Background: an optimization exercise with open tools, aiming at small area and a short achievable clock period. Do not read the settings as production practice. Function was checked by simulation only, so behaviour that the tests miss may differ from the original.

==> amber: inputs <==
==> flow/design.v (excerpt) <==
module top_convolution#(parameter int IMG_SIZE = 5)(
    input clk,
    input rst,
    input [23:0] in,
    input [71:0] FILTER,
    output reg [(IMG_SIZE-2)*(IMG_SIZE-2)*9-1:0] OUT);
clock: 17.0 ns
lec_check: 0
cap_margin: 20
core_margin: 2
core_utilization: 40
cts_buf_list: sky130_fd_sc_hd__clkbuf_16
cts_cluster_diameter: 60
cts_cluster_size: 30
slew_margin: 20
synth_hierarchical: 1
synth_minimum_keep_size: 0
standard.sh (not shown) runs the stock make flow with config.mk's settings and CLKGATE_MAP_FILE= SYNTH_SCRIPT=/design/flow/synth_recipe.tcl, a recipe that flattens the netlist after the stock synthesis.
==> flow/flow/run.sh <==
#!/bin/bash
# Layout flow: the standard ORFS flow (standard.sh, unchanged synthesis)
# with one setting changed: the port buffers are buf_1 cells instead of the
# default choice.
set -euo pipefail
export BUFFER_PORTS_ARGS="-buffer_cell sky130_fd_sc_hd__buf_1"
bash standard.sh > standard_make.log 2>&1
==> raven: changes against amber <==
==> flow/flow/run.sh (replaced) <==
#!/bin/bash
# Layout flow: the standard ORFS flow (standard.sh, unchanged synthesis)
# with two settings changed: the port buffers are buf_1 cells instead of the
# default choice, and timing repair aims for 12.4 ns of setup slack.
set -euo pipefail
export BUFFER_PORTS_ARGS="-buffer_cell sky130_fd_sc_hd__buf_1"
export SETUP_SLACK_MARGIN=12.4
bash standard.sh > standard_make.log 2>&1
==> zinc: changes against amber <==
--- a/flow/design.v
+++ b/flow/design.v
@@ -27,26 +27,14 @@
     logic [8:0] s, x1, x2;
     always_ff @(posedge clk) begin
         s <= sin;
         x1 <= s;
         x2 <= x1;
     end
     logic [8:0] r0a, r0b, r0c, d0, r1a, r1b, r1c, d1, r2a, r2b;
-    always_ff @(posedge clk) begin
-        r0a <= n0a;
-        r0b <= n0b;
-        r0c <= n0c;
-        d0 <= r0c;
-        r1a <= n1a;
-        r1b <= n1b;
-        r1c <= n1c;
-        d1 <= r1c;
-        r2a <= n2a;
-        r2b <= n2b;
-    end
     wire p1 = ~(x2[0] & tp00[0]);
     wire p2 = ~(x2[0] & tp00[1]);
     wire p3 = ~(x2[0] & tp00[2]);
     wire p4 = ~(x2[0] & tp00[3]);
     wire p5 = ~(x2[0] & tp00[4]);
     wire p6 = ~(x2[0] & tp00[5]);
     wire p7 = ~(x2[0] & tp00[6]);
@@ -1400,14 +1388,26 @@
     conv_xo u876 (.a(c859), .b(x875), .y(x876));
     wire x877;
     conv_xo u877 (.a(x876), .b(c860), .y(x877));
     wire x878;
     conv_xo u878 (.a(x877), .b(c861), .y(x878));
     wire w879 = ~x878;
     wire [8:0] res_n = {w879, s861, s852, s844, s837, s831, s827, s823, s820};
+    always_ff @(posedge clk) begin
+        r0a <= n0a;
+        r0b <= n0b;
+        r0c <= n0c;
+        d0 <= r0c;
+        r1a <= n1a;
+        r1b <= n1b;
+        r1c <= n1c;
+        d1 <= r1c;
+        r2a <= n2a;
+        r2b <= n2b;
+    end
     logic [4:0] cnt;
     always_ff @(posedge clk)
         if (rst || cnt == 5'd25) cnt <= 5'd0;
         else cnt <= cnt + 5'd1;
     wire [8:0] dval = rst ? 9'd0 : ~res_n;
     always_ff @(posedge clk)
         for (int p = 0; p < 9; p++)
@@ -1457,34 +1457,7 @@
 module conv_xn(input a, input b, output y);
     assign y = ~(a ^ b);
 endmodule
 module conv_fa(input a, input b, input c, output s, output co);
     assign s = a ^ b ^ c;
     assign co = (a & b) | (a & c) | (b & c);
 endmodule
-module conv_carry(input [7:0] g, input [7:0] p, output [8:1] c);
-    wire [7:0] g1, p1, g2, p2, g3;
-    genvar i;
-    for (i = 0; i < 8; i++) begin : l1
-        if (i >= 1) begin
-            assign g1[i] = g[i] | (p[i] & g[i-1]);
-            assign p1[i] = p[i] & p[i-1];
-        end else begin
-            assign g1[i] = g[i];
-            assign p1[i] = p[i];
-        end
-    end
-    for (i = 0; i < 8; i++) begin : l2
-        if (i >= 2) begin
-            assign g2[i] = g1[i] | (p1[i] & g1[i-2]);
-            assign p2[i] = p1[i] & p1[i-2];
-        end else begin
-            assign g2[i] = g1[i];
-            assign p2[i] = p1[i];
-        end
-    end
-    for (i = 0; i < 8; i++) begin : l3
-        if (i >= 4) assign g3[i] = g2[i] | (p2[i] & g2[i-4]);
-        else assign g3[i] = g2[i];
-    end
-    assign c = g3;
-endmodule
==> flow/flow/run.sh (replaced) <==
#!/bin/bash
# Layout flow: the standard ORFS flow (standard.sh, unchanged synthesis)
# with two settings changed: the port buffers are buf_1 cells instead of the
# default choice, and timing repair aims for 12.4 ns of setup slack.
set -euo pipefail
export BUFFER_PORTS_ARGS="-buffer_cell sky130_fd_sc_hd__buf_1"
export SETUP_SLACK_MARGIN=12.4
bash standard.sh > standard_make.log 2>&1
==> run summary <==
Routed wire length: amber is higher than zinc (0.26%). Of amber and zinc, zinc has the higher maximum frequency (gap about 3%, measured against zinc). Area after synthesis is the same in zinc and amber.

========
==> inputs of 05-18 <==
top_convolution, a different RTL version from the one above (not shown whole).
==> flow/design.v (excerpt) <==
module top_convolution#(parameter int IMG_SIZE = 5)(
    input clk,
    input rst,
    input [23:0] in,
    input [71:0] FILTER,
    output reg [(IMG_SIZE-2)*(IMG_SIZE-2)*9-1:0] OUT);
Settings: LEC_CHECK=0, CAP_MARGIN=20, CORE_MARGIN=2, CORE_UTILIZATION=40, CTS_BUF_LIST=sky130_fd_sc_hd__clkbuf_16, CTS_CLUSTER_DIAMETER=60, CTS_CLUSTER_SIZE=30, SLEW_MARGIN=20, SYNTH_HIERARCHICAL=1, SYNTH_MINIMUM_KEEP_SIZE=0; clock period 17.0 ns.
==> flow/flow/run.sh <==
#!/bin/bash
# Layout flow: the standard ORFS flow (standard.sh, unchanged synthesis)
# with two settings changed: the port buffers are buf_1 cells instead of the
# default choice, and timing repair aims for 12.6 ns of setup slack.
set -euo pipefail
export BUFFER_PORTS_ARGS="-buffer_cell sky130_fd_sc_hd__buf_1"
export SETUP_SLACK_MARGIN=12.6
bash standard.sh > standard_make.log 2>&1
==> 10-03: changes against 05-18 <==
==> flow/flow/run.sh (replaced) <==
#!/bin/bash
# Layout flow: the standard ORFS flow (standard.sh, unchanged synthesis)
# with two settings changed: the port buffers are buf_1 cells instead of the
# default choice, and timing repair aims for 12.2 ns of setup slack.
set -euo pipefail
export BUFFER_PORTS_ARGS="-buffer_cell sky130_fd_sc_hd__buf_1"
export SETUP_SLACK_MARGIN=12.2
bash standard.sh > standard_make.log 2>&1
==> 05-15: changes against 05-18 <==
==> flow/flow/run.sh (replaced) <==
#!/bin/bash
# Layout flow: the standard ORFS flow (standard.sh, unchanged synthesis)
# with two settings changed: the port buffers are buf_1 cells instead of the
# default choice, and timing repair aims for 12.4 ns of setup slack.
set -euo pipefail
export BUFFER_PORTS_ARGS="-buffer_cell sky130_fd_sc_hd__buf_1"
export SETUP_SLACK_MARGIN=12.4
bash standard.sh > standard_make.log 2>&1
==> 11-21: changes against 05-18 <==
==> flow/flow/run.sh (replaced) <==
#!/bin/bash
# Layout flow: the standard ORFS flow (standard.sh, unchanged synthesis)
# with two settings changed: the port buffers are buf_1 cells instead of the
# default choice, and timing repair aims for 12.5 ns of setup slack.
set -euo pipefail
export BUFFER_PORTS_ARGS="-buffer_cell sky130_fd_sc_hd__buf_1"
export SETUP_SLACK_MARGIN=12.5
bash standard.sh > standard_make.log 2>&1
==> run summary <==
| quantity | 05-18 | 11-21 | 10-03 | 05-15 |
|---|---|---|---|---|
| Final Non-Filler Cells | 2,013 | 2,005 | 2,002 | 1,998 |
| Run status | no timing/DRC/antenna violations | no timing/DRC/antenna violations | no timing/DRC/antenna violations | no timing/DRC/antenna violations |
| Final Cycle Share | 26.83% | 26.65% | 26.93% | 26.78% |
| Area grow syn2layout | 16.55% | 15.59% | 15.02% | 14.10% |
| Reg2reg start | s[0] | s[1] | s[0] | s[0] |
| Met1 Track Usage GR | 20.95% | 20.49% | 20.81% | 20.78% |
| Crit-path max cell delay | 0.43 ns | 0.42 ns | 0.59 ns | 0.43 ns |
| Crit path kind | reg2out | reg2out | reg2reg | reg2out |
| Non-Filler Cell Area, Final | 18,680 sq um | 18,530 sq um | 18,440 sq um | 18,290 sq um |
| Worst path arrival time | 1.16 ns | 1.13 ns | 5.04 ns | 1.15 ns |
| FMAX | 219.2 MHz | 220.7 MHz | 218.4 MHz | 219.6 MHz |
| First-pass GRT wire length | 53,700 microns | 52,700 microns | 52,870 microns | 52,720 microns |
| Final critical-path setup slack | 12.44 ns | 12.47 ns | 12.42 ns | 12.45 ns |
| Footprint of the flip-flops and latches | 6327 sq um | 6327 sq um | 6321 sq um | 6324 sq um |
| Element type at the critical path end | output port | output port | flop | output port |
| Critical Path Source | OUT[3] | OUT[35] | s[0] | OUT[7] |

========
==> inputs of try-lagoon <==
top_convolution, a different RTL version from the one above (not shown whole).
Settings: LEC_CHECK=0, CAP_MARGIN=20, CORE_MARGIN=2, CORE_UTILIZATION=40, CTS_BUF_LIST=sky130_fd_sc_hd__clkbuf_4, SLEW_MARGIN=20, SYNTH_HIERARCHICAL=1, SYNTH_MINIMUM_KEEP_SIZE=0; clock period 17.0 ns.
==> flow/flow/run.sh <==
#!/bin/bash
# Layout flow: the standard ORFS flow (standard.sh, unchanged synthesis)
# with two settings changed: the port buffers are buf_2 cells instead of the
# default choice, and timing repair aims for 0 ns of setup slack.
set -euo pipefail
export BUFFER_PORTS_ARGS="-buffer_cell sky130_fd_sc_hd__buf_2"
export SETUP_SLACK_MARGIN=0
bash standard.sh > standard_make.log 2>&1
==> try-onyx: changes against try-lagoon <==
==> flow/flow/run.sh (replaced) <==
#!/bin/bash
# Layout flow: the standard ORFS flow (standard.sh, unchanged synthesis)
# with two settings changed: the port buffers are buf_2 cells instead of the
# default choice, and timing repair aims for 12.5 ns of setup slack.
set -euo pipefail
export BUFFER_PORTS_ARGS="-buffer_cell sky130_fd_sc_hd__buf_2"
export SETUP_SLACK_MARGIN=12.5
bash standard.sh > standard_make.log 2>&1
--- a/flow/config.mk
+++ b/flow/config.mk
@@ -7,8 +7,9 @@
 export LEC_CHECK = 0
 export CAP_MARGIN = 20
 export CORE_MARGIN = 2
-export CORE_UTILIZATION = 40
+export CORE_UTILIZATION = 65
 export CTS_BUF_LIST = sky130_fd_sc_hd__clkbuf_4
+export PLACE_DENSITY = 0.75
 export SLEW_MARGIN = 20
 export SYNTH_HIERARCHICAL = 1
 export SYNTH_MINIMUM_KEEP_SIZE = 0
==> try-willow: changes against try-lagoon <==
==> flow/flow/run.sh (replaced) <==
#!/bin/bash
# Layout flow: the standard ORFS flow (standard.sh, unchanged synthesis)
# with two settings changed: the port buffers are buf_2 cells instead of the
# default choice, and timing repair aims for 12 ns of setup slack.
set -euo pipefail
export BUFFER_PORTS_ARGS="-buffer_cell sky130_fd_sc_hd__buf_2"
export SETUP_SLACK_MARGIN=12
bash standard.sh > standard_make.log 2>&1
==> try-maple: changes against try-lagoon <==
==> flow/flow/run.sh (replaced) <==
#!/bin/bash
# Layout flow: the standard ORFS flow (standard.sh, unchanged synthesis)
# with two settings changed: the port buffers are buf_2 cells instead of the
# default choice, and timing repair aims for 12.5 ns of setup slack.
set -euo pipefail
export BUFFER_PORTS_ARGS="-buffer_cell sky130_fd_sc_hd__buf_2"
export SETUP_SLACK_MARGIN=12.5
bash standard.sh > standard_make.log 2>&1
==> run summary <==
| item | try-lagoon | try-maple | try-willow | try-onyx |
|---|---|---|---|---|
| Met2 usage | 27.4% | 30.4% | 28.5% | 49.1% |
| Starting density of the core | 40.6% | 40.6% | 40.6% | 66.0% |
| Initial antenna violation count | 2 | 3 | 2 | 1 |
| Clock slew seen by the registers of the worst setup and hold paths | 0.07 ns | 0.07 ns | 0.07 ns | 0.10 ns |
| Total Wirelength | 33.6 mm | 37.3 mm | 34.9 mm | 36.2 mm |
| Most numerous cell on the critical path | fa_1 | - | fa_1 | - |
| Iteration count of the initial detailed-routing pass | 7 | 5 | 8 | 5 |
| Via count of the first global-routing pass | 11.1k | 11.4k | 11.2k | 11.5k |
| Origin of the worst min-delay path | r1c[4]$_DFF_P_ | r0c[5]$_DFF_P_ | r1c[4]$_DFF_P_ | d0a[3]$_DFF_P_ |
| Share of the clock period used by the worst path | 32.7% | 27.5% | 28.2% | 27.9% |
| Kind of end point of the critical path | flop | primary output | flop | primary output |
| Number of setup buffers added after CTS | 0 | 14 | 3 | 11 |
| R2R setup slack | 11.45 ns | 12.62 ns | 12.20 ns | 12.56 ns |
| Critical path buffers and inverters | 1 | 1 | 2 | 1 |
| Result of the run | no timing/DRC/antenna violations | no timing/DRC/antenna violations | no timing/DRC/antenna violations | no timing/DRC/antenna violations |
| Min Hold Slack | 0.308 ns | 0.306 ns | 0.307 ns | 0.265 ns |

separate check: timing with driven ports:
The results above use ideal ports. As a check the final layouts listed here were re-extracted and re-timed, cells and wires unchanged.
Step 1 (the two cells are an assumption about what drives the block):
set clk [get_ports {clk}]
set_driving_cell -lib_cell sky130_fd_sc_hd__clkbuf_16 $clk
set_driving_cell -lib_cell sky130_fd_sc_hd__buf_2 [delete_from_list [all_inputs] $clk]
Step 2 also shifts input and output timing later by t, the mid clock arrival at the registers, as if the neighbouring blocks saw the same clock.
a / b / c = no drivers / after step 1 / after step 2; a / b = the first two.
run	t (ns)	slack for setup (ns)	hold WS [ns]	worst data-port slew with drivers (ns)	cell pins on the clock port's net
amber	0.623	12.256 / 12.256 / 11.830	0.325 / 0.325 / 0.325	0.08	1
raven	0.613	12.432 / 12.379 / 11.885	0.324 / 0.324 / 0.324	0.07	1
zinc	0.614	12.401 / 12.350 / 11.904	0.298 / 0.298 / 0.298	0.08	1
05-18	0.617	12.438 / 12.386 / 11.909	0.322 / 0.322 / 0.322	0.07	1
10-03	0.620	12.421 / 12.411 / 11.906	0.323 / 0.323 / 0.323	0.07	1
05-15	0.611	12.447 / 12.396 / 11.884	0.330 / 0.330 / 0.330	0.08	1
11-21	0.603	12.469 / 12.419 / 11.940	0.322 / 0.322 / 0.322	0.07	1
try-lagoon	0.768	11.449 / 11.449 / 11.449	0.308 / 0.308 / 0.308	0.08	1
try-onyx	0.719	12.264 / 12.224 / 11.897	0.265 / 0.265 / 0.265	0.06	1
try-willow	0.764	12.200 / 12.200 / 11.860	0.307 / 0.307 / 0.307	0.08	1
try-maple	0.754	12.330 / 12.282 / 11.884	0.306 / 0.306 / 0.306	0.07	1
After both steps every run listed still meets setup and hold. For 05-15, which loses most, drivers alone change the setup slack by -0.051 ns; drivers and shift together by -0.563 ns.
